This is an optimization exercise on Yosys and OpenROAD, whose aim is small area, a short achievable clock period and few clock cycles, not a production implementation. Where RTL was checked, it was by simulation tests only, not by an equivalence proof against the original. Power figures rest on the tool's default switching activity, not on a simulated workload.

== rev 12 ==
==> flow/design.v <==
module CORDIC_angles_ROM_comb (
    input  wire [3:0]  which_angle,
    input  wire        hyp,
    input  wire        lin,
    input  wire [3:0]  e,
    input  wire        a_en,
    output wire [15:0] angle_out
);
    wire [3:0]  i = which_angle;
    wire [15:0] tbl =
        (i == 4'd0) ? 16'b0011001001000100 :                                    
        (i == 4'd1) ? (hyp ? 16'b0010001100101000 : 16'b0001110110101100) :     
        (i == 4'd2) ? (hyp ? 16'b0001000001011001 : 16'b0000111110101110) :     
        (i == 4'd3) ? (hyp ? 16'b0000100000001011 : 16'b0000011111110101) :     
                      (hyp ? 16'b0000010000000001 : 16'b0000001111111111);      
    wire [3:0]  p   = lin ? e : (4'd14 - i);
    wire        en  = lin ? a_en : 1'b1;
    wire [15:0] dec = en ? (16'd1 << p) : 16'd0;
    assign angle_out = (!lin && i < 4'd5) ? tbl : dec;
endmodule
module CORDIC_iteration (
    input  [15:0] x, y, z,
    input  [15:0] x_s, y_s,
    input  [15:0] delta_z,
    input         sigma,      
    input         hyp,
    output [15:0] next_x, next_y, next_z
);
    wire sub_x = sigma ^ hyp;
    bk_add16 ax (.a(x), .b(y_s ^ {16{sub_x}}),  .ci(sub_x),  .s(next_x));
    bk_add16 ay (.a(y), .b(x_s ^ {16{~sigma}}), .ci(~sigma), .s(next_y));
    bk_add16 az (.a(z), .b(delta_z ^ {16{sigma}}), .ci(sigma), .s(next_z));
endmodule
module bk_add16 (
    input  [15:0] a, b,
    input         ci,
    output [15:0] s
);
    wire [15:0] p = a ^ b;
    wire [15:0] g0 = a & b;
    wire [15:0] g = {g0[15:1], g0[0] | (p[0] & ci)};
    wire g10 = g[1] | p[1] & g[0],     p10 = p[1] & p[0];
    wire g32 = g[3] | p[3] & g[2],     p32 = p[3] & p[2];
    wire g54 = g[5] | p[5] & g[4],     p54 = p[5] & p[4];
    wire g76 = g[7] | p[7] & g[6],     p76 = p[7] & p[6];
    wire g98 = g[9] | p[9] & g[8],     p98 = p[9] & p[8];
    wire gba = g[11] | p[11] & g[10],  pba = p[11] & p[10];
    wire gdc = g[13] | p[13] & g[12],  pdc = p[13] & p[12];
    wire g30 = g32 | p32 & g10,        p30 = p32 & p10;
    wire g74 = g76 | p76 & g54,        p74 = p76 & p54;
    wire gb8 = gba | pba & g98,        pb8 = pba & p98;
    wire g70 = g74 | p74 & g30;
    wire [14:0] c;
    assign c[0]  = g[0];
    assign c[1]  = g10;
    assign c[3]  = g30;
    assign c[7]  = g70;
    assign c[11] = gb8 | pb8 & c[7];
    assign c[5]  = g54 | p54 & c[3];
    assign c[9]  = g98 | p98 & c[7];
    assign c[13] = gdc | pdc & c[11];
    assign c[2]  = g[2] | p[2] & c[1];
    assign c[4]  = g[4] | p[4] & c[3];
    assign c[6]  = g[6] | p[6] & c[5];
    assign c[8]  = g[8] | p[8] & c[7];
    assign c[10] = g[10] | p[10] & c[9];
    assign c[12] = g[12] | p[12] & c[11];
    assign c[14] = g[14] | p[14] & c[13];
    assign s = p ^ {c, ci};
endmodule
module CORDIC (
    input             clk,
    input             rst_n,
    input             start,
    input      [1:0]  mode_in,
    input             rot_in,
    input      [4:0]  s,
    input      [15:0] A,
    input      [15:0] B,
    input             a_wr,      
    input             b_wr,      
    input      [15:0] AB_next,   
    output     [15:0] out1,
    output     [15:0] out2,
    output     [1:0]  status,
    output            zero_out,
    output reg        done
);
    localparam signed [15:0] K_INV_Q = 16'sd9949;
    localparam signed [15:0] K_HYP   = 16'b0100110101001000;
    reg  [1:0] mode;
    reg        rot;
    reg        busy, fin;
    reg  [3:0] cnt;
    reg  [3:0] k;
    reg  signed [15:0] x, y, z;
    wire lin  = (mode == 2'b01);
    wire hyp  = (mode == 2'b10);
    wire circ = (mode == 2'b00);
    reg        rep;
    wire [3:0] sh = cnt;
    function [3:0] msb_abs;
        input [15:0] v;
        reg [15:0] u, c;
        reg t;
        integer i;
        begin
            u = v ^ {16{v[15]}};
            t = v[15];
            for (i = 0; i < 16; i = i + 1) begin
                c[i] = u[i] | t;
                t = t & u[i];
            end
            msb_abs = 4'd0;
            for (i = 0; i < 16; i = i + 1)
                if (c[i]) msb_abs = i[3:0];
        end
    endfunction
    reg  [3:0] msb_a, msb_b;
    wire [3:0] msb_w = msb_abs(AB_next);
    always @(posedge clk) begin
        if (!rst_n) begin
            msb_a <= 4'd0;
            msb_b <= 4'd0;
        end else begin
            if (a_wr) msb_a <= msb_w;
            if (b_wr) msb_b <= msb_w;
        end
    end
    wire [5:0] k_d   = {2'b0, msb_b} - (rot_in ? {1'b0, s} : {2'b0, msb_a});
    wire [3:0] k_new = k_d[5] ? 4'd0 : k_d[3:0];
    reg pre;
    function [15:0] rev16;
        input [15:0] v;
        integer i;
        begin
            for (i = 0; i < 16; i = i + 1) rev16[i] = v[15 - i];
        end
    endfunction
    wire signed [15:0] x_s = x >>> sh;
    wire        [15:0] ysh_in = busy ? y : rev16(y);
    wire        [31:0] ysh_ext = {{16{busy & y[15]}}, ysh_in} >> cnt;
    wire        [15:0] y_s = ysh_ext[15:0];
    wire [15:0] dz;
    wire [3:0] kk  = rot ? 4'd0 : k;
    wire [5:0] e   = {1'b0, s} + {2'b0, kk} - {2'b0, sh};
    wire        a_en = ({1'b0, sh} <= s) && (e < 6'd16);
    CORDIC_angles_ROM_comb angles_rom (
        .which_angle(sh), .hyp(hyp), .lin(lin), .e(e[3:0]), .a_en(a_en),
        .angle_out(dz)
    );
    wire iter  = busy & ~pre;
    wire [15:0] x_sg = x_s & {16{iter}};
    wire [15:0] y_sg = y_s & {16{iter & ~lin}};     
    wire [15:0] dz_g = dz & {16{iter}};
    wire sigma = rot ? ~z[15] : y[15];
    wire [15:0] nx, ny, nz;
    CORDIC_iteration iter_stage (
        .x(x), .y(y), .z(z), .x_s(x_sg), .y_s(y_sg), .delta_z(dz_g),
        .sigma(sigma), .hyp(hyp),
        .next_x(nx), .next_y(ny), .next_z(nz)
    );
    wire last = ~pre & (cnt == 4'd11);
    always @(posedge clk) begin
        if (!rst_n) begin
            busy <= 1'b0;
            fin  <= 1'b0;
            done <= 1'b0;
        end else begin
            done <= busy & last;
            if (start) begin
                busy <= 1'b1;
                fin  <= 1'b0;
            end else if (busy & last) begin
                busy <= 1'b0;
                fin  <= 1'b1;
            end
        end
    end
    always @(posedge clk) begin
        if (start) begin
            mode <= mode_in;
            rot  <= rot_in;
            k    <= k_new;
            cnt  <= (mode_in == 2'b01) ? k_new :
                    (mode_in == 2'b10) ? 4'd1 : 4'd0;
            pre  <= (mode_in == 2'b01);
            rep  <= 1'b0;
        end else if (busy) begin
            if (pre) begin
                pre <= 1'b0;
                cnt <= 4'd0;
            end else begin
                if (last)
                    cnt <= k;
                else if (hyp && cnt == 4'd4 && !rep)
                    rep <= 1'b1;
                else
                    cnt <= cnt + 4'd1;
            end
        end
    end
    always @(posedge clk) begin
        if (start) begin
            x <= (rot_in && mode_in != 2'b01) ?
                     ((mode_in == 2'b10) ? K_HYP : K_INV_Q) : A;
            y <= (rot_in && mode_in != 2'b01) ? 16'd0 : B;
            z <= rot_in ? A : 16'd0;
        end else if (busy & pre) begin
            x <= nx;
            y <= rot ? 16'd0 : y_s;
            z <= rot ? y_s : nz;
        end else begin
            x <= nx;
            y <= ny;
            z <= nz;
        end
    end
    assign out1   = lin ? (rot ? rev16(y_s) : z) : x;
    assign out2   = (rot ^ lin) ? y : z;
    assign status = {fin, busy};
    assign zero_out = (mode == 2'b11);
endmodule
`default_nettype none
module tqvp_CORDIC (
    input         clk,
    input         rst_n,
    input  [7:0]  ui_in,
    output [7:0]  uo_out,
    input [5:0]   address,
    input [31:0]  data_in,
    input [1:0]   data_write_n,
    input [1:0]   data_read_n,
    output [31:0] data_out,
    output        data_ready,
    output        user_interrupt
);
    reg  [15:0] A, B;
    reg  [4:0]  shift;
    wire [15:0] out1, out2;
    wire [1:0]  status;
    wire        done;
    wire        zero_out;    
    wire wr    = (data_write_n != 2'b11);
    wire wr_hi = (data_write_n[1] != data_write_n[0]);
    wire start = wr && (address == 6'h0) && data_in[0];
    wire a_wr  = wr && (address == 6'h1);
    wire b_wr  = wr && (address == 6'h2);
    wire [15:0] AB_next = {wr_hi ? data_in[15:8] : (address[1] ? B[15:8] : A[15:8]),
                           data_in[7:0]};
    always @(posedge clk) begin
        if (!rst_n) begin
            A     <= 16'd0;
            B     <= 16'd0;
            shift <= 5'd11;
        end else begin
            if (a_wr)                     A       <= AB_next;
            if (b_wr)                     B       <= AB_next;
            if (address == 6'h3 && wr)    shift   <= data_in[4:0];
        end
    end
    CORDIC cordic_module (
        .clk(clk), .rst_n(rst_n),
        .start(start), .mode_in(data_in[2:1]), .rot_in(data_in[3]),
        .s(shift), .A(A), .B(B), .a_wr(a_wr), .b_wr(b_wr), .AB_next(AB_next),
        .out1(out1), .out2(out2), .status(status), .zero_out(zero_out), .done(done)
    );
    wire hi0   = (address[5:3] == 3'b000);
    wire sel0  = hi0 & (address[2:0] == 3'b000);
    wire sel45 = hi0 & (address[2:1] == 2'b10) & ~zero_out;
    wire sel6  = hi0 & (address[2:0] == 3'b110);
    wire [15:0] out12 = address[0] ? out2 : out1;
    assign data_out = ({32{sel0}} & 32'hbadcaffe) |
                      {16'b0, {16{sel45}} & out12} |
                      {30'b0, {2{sel6}} & status};
    assign data_ready     = 1'b1;
    assign user_interrupt = done;
    assign uo_out         = {6'b0, status};
    wire _unused = &{data_read_n, ui_in, data_in[31:16], 1'b0};
endmodule
export LEC_CHECK = 0
export ABC_AREA = 1
export CAP_MARGIN = 20
export CORE_MARGIN = 2
export CORE_UTILIZATION = 60
export SETUP_SLACK_MARGIN = 5
export SLEW_MARGIN = 20
export TNS_END_PERCENT = 100
create_clock -name core_clock -period 12.0 [get_ports {clk}]
standard.sh (not shown) runs the stock make flow with config.mk's settings and CLKGATE_MAP_FILE= SYNTH_SCRIPT=/design/flow/synth_recipe.tcl, a recipe that flattens the netlist after the stock synthesis.
==> flow/flow/run.sh <==
#!/bin/bash
set -euo pipefail
bash standard.sh SETUP_SLACK_MARGIN=6 finish > flow_make.log 2>&1
Rev 12: flow completed, timing, DRC and antenna clean
Testbench counts of rev 12, summed over its fixed seeds: cycles 29,352.
--- input diff rev 12..rev 13 ---
-- flow/design.v --
<<< rev 12, line 2
    input  wire [3:0]  which_angle,
    input  wire        hyp,
    input  wire        lin,
    input  wire [3:0]  e,
    input  wire        a_en,
    output wire [15:0] angle_out
);
>>> rev 13, line 2
    input  wire [3:0]  which_angle,
    input  wire        hyp,
    output wire [15:0] angle_out
);
<<< rev 12, line 14
        (i == 4'd3) ? (hyp ? 16'b0000100000001011 : 16'b0000011111110101) :     
                      (hyp ? 16'b0000010000000001 : 16'b0000001111111111);      
    wire [3:0]  p   = lin ? e : (4'd14 - i);
    wire        en  = lin ? a_en : 1'b1;
    wire [15:0] dec = en ? (16'd1 << p) : 16'd0;
    assign angle_out = (!lin && i < 4'd5) ? tbl : dec;
endmodule
module CORDIC_iteration (
>>> rev 13, line 11
        (i == 4'd3) ? (hyp ? 16'b0000100000001011 : 16'b0000011111110101) :     
                      (hyp ? 16'b0000010000000001 : 16'b0000001111111111);      
    wire [3:0]  p = 4'd14 - i;
    assign angle_out = (i < 4'd5) ? tbl : (16'd1 << p);
endmodule
module CORDIC_iteration (
<<< rev 12, line 128
        end
    end
    wire [5:0] k_d   = {2'b0, msb_b} - (rot_in ? {1'b0, s} : {2'b0, msb_a});
    wire [3:0] k_new = k_d[5] ? 4'd0 : k_d[3:0];
    reg pre;
    function [15:0] rev16;
>>> rev 13, line 123
        end
    end
    wire [4:0] k_mul = ({1'b0, msb_b} > s) ? ({1'b0, msb_b} - s) : 5'd0;
    wire [3:0] k_div = (msb_b > msb_a) ? (msb_b - msb_a) : 4'd0;
    wire [3:0] k_new = rot_in ? k_mul[3:0] : k_div;
    reg pre;
    function [15:0] rev16;
<<< rev 12, line 142
    wire        [31:0] ysh_ext = {{16{busy & y[15]}}, ysh_in} >> cnt;
    wire        [15:0] y_s = ysh_ext[15:0];
    wire [15:0] dz;
    wire [3:0] kk  = rot ? 4'd0 : k;
    wire [5:0] e   = {1'b0, s} + {2'b0, kk} - {2'b0, sh};
    wire        a_en = ({1'b0, sh} <= s) && (e < 6'd16);
    CORDIC_angles_ROM_comb angles_rom (
        .which_angle(sh), .hyp(hyp), .lin(lin), .e(e[3:0]), .a_en(a_en),
        .angle_out(dz)
    );
    wire iter  = busy & ~pre;
    wire [15:0] x_sg = x_s & {16{iter}};
    wire [15:0] y_sg = y_s & {16{iter & ~lin}};     
    wire [15:0] dz_g = dz & {16{iter}};
    wire sigma = rot ? ~z[15] : y[15];
    wire [15:0] nx, ny, nz;
    CORDIC_iteration iter_stage (
        .x(x), .y(y), .z(z), .x_s(x_sg), .y_s(y_sg), .delta_z(dz_g),
        .sigma(sigma), .hyp(hyp),
        .next_x(nx), .next_y(ny), .next_z(nz)
>>> rev 13, line 138
    wire        [31:0] ysh_ext = {{16{busy & y[15]}}, ysh_in} >> cnt;
    wire        [15:0] y_s = ysh_ext[15:0];
    wire [15:0] ang;
    CORDIC_angles_ROM_comb angles_rom (.which_angle(sh), .hyp(hyp), .angle_out(ang));
    wire [3:0] kk  = rot ? 4'd0 : k;
    wire [5:0] e   = {1'b0, s} + {2'b0, kk} - {2'b0, sh};
    wire [15:0] alpha = (({1'b0, sh} <= s) && (e < 6'd16)) ? (16'd1 << e[3:0]) : 16'd0;
    wire [15:0] dz = lin ? alpha : ang;
    wire sigma = rot ? ~z[15] : y[15];
    wire [15:0] nx, ny, nz;
    CORDIC_iteration iter_stage (
        .x(x), .y(y), .z(z), .x_s(x_s), .y_s(y_s), .delta_z(dz),
        .sigma(sigma), .hyp(hyp),
        .next_x(nx), .next_y(ny), .next_z(nz)
<<< rev 12, line 187
            pre  <= (mode_in == 2'b01);
            rep  <= 1'b0;
        end else if (busy) begin
            if (pre) begin
                pre <= 1'b0;
                cnt <= 4'd0;
            end else begin
                if (last)
>>> rev 13, line 177
            pre  <= (mode_in == 2'b01);
            rep  <= 1'b0;
            x <= (rot_in && mode_in != 2'b01) ?
                     ((mode_in == 2'b10) ? K_HYP : K_INV_Q) : A;
            y <= (rot_in && mode_in != 2'b01) ? 16'd0 : B;
            z <= rot_in ? A : 16'd0;
        end else if (busy) begin
            if (pre) begin
                pre <= 1'b0;
                cnt <= 4'd0;
                y <= rot ? 16'd0 : y_s;
                if (rot) z <= y_s;
            end else begin
                if (last)
<<< rev 12, line 198
                else
                    cnt <= cnt + 4'd1;
            end
        end
    end
    always @(posedge clk) begin
        if (start) begin
            x <= (rot_in && mode_in != 2'b01) ?
                     ((mode_in == 2'b10) ? K_HYP : K_INV_Q) : A;
            y <= (rot_in && mode_in != 2'b01) ? 16'd0 : B;
            z <= rot_in ? A : 16'd0;
        end else if (busy & pre) begin
            x <= nx;
            y <= rot ? 16'd0 : y_s;
            z <= rot ? y_s : nz;
        end else begin
            x <= nx;
            y <= ny;
            z <= nz;
        end
    end
>>> rev 13, line 194
                else
                    cnt <= cnt + 4'd1;
                if (!lin) x <= nx;
                y <= ny;
                z <= nz;
            end
        end
    end
==> summary.txt <==
- Rev 13 completed every stage of the flow, and the final layout passed the timing, design-rule and antenna checks.
- Side by side, largest voltage drop on the vdd net turned out lower in rev 13 than in rev 12.
- Between rev 12 and rev 13, clock-buffer cell count decreased.
- Of rev 13 and rev 12, the run reporting the lower post-layout minimum cycle time was rev 12.
- Comparing rev 13 and rev 12, the higher fraction of area in multi-input gates was measured on rev 12.
- Compared rev 13 vs rev 12, and number of setup buffers added after CTS is up in rev 13.
- Clock power share delta for rev 13 relative to rev 12: 22 points higher
- Measured against each other, rev 13 and rev 12 differ in utilization, the higher figure coming from rev 12.
- Arrival time reported for the critical path endpoint was lower in the run labelled rev 12.
- When rev 13 is set beside rev 12, its sequential standard cell area turns out to be about 20% larger.
Only the layout flow was run in rev 13; the RTL was not checked for function there.

==> re-timing with driven ports <==
The results above use ideal ports. As a check the final layouts listed here were re-extracted and re-timed, cells and wires unchanged.
Step 1 assumes that a clkbuf_16 drives the clock port and a buf_2 every other input.
Step 2 also shifts input and output timing later by t, the mid clock arrival at the registers, as if the neighbouring blocks saw the same clock.
Three values: no drivers, after step 1, after step 2; two values: the first two.
run | shift t [ns] | slack for setup (ns) | worst hold slack (ns) | worst slew at a driven data input, ns | cell pins on the clock port's net
rev 12 | 0.411 | 5.969 / 5.943 / 5.943 | 0.489 / 0.489 / 0.489 | 0.04 | 1
rev 13 | 0.412 | 5.893 / 5.862 / 5.862 | 0.524 / 0.524 / 0.524 | 0.05 | 1
After both steps every run listed still meets setup and hold. The setup slack of rev 13, which loses most, moves by -0.031 ns with the drivers and by -0.031 ns with both steps.
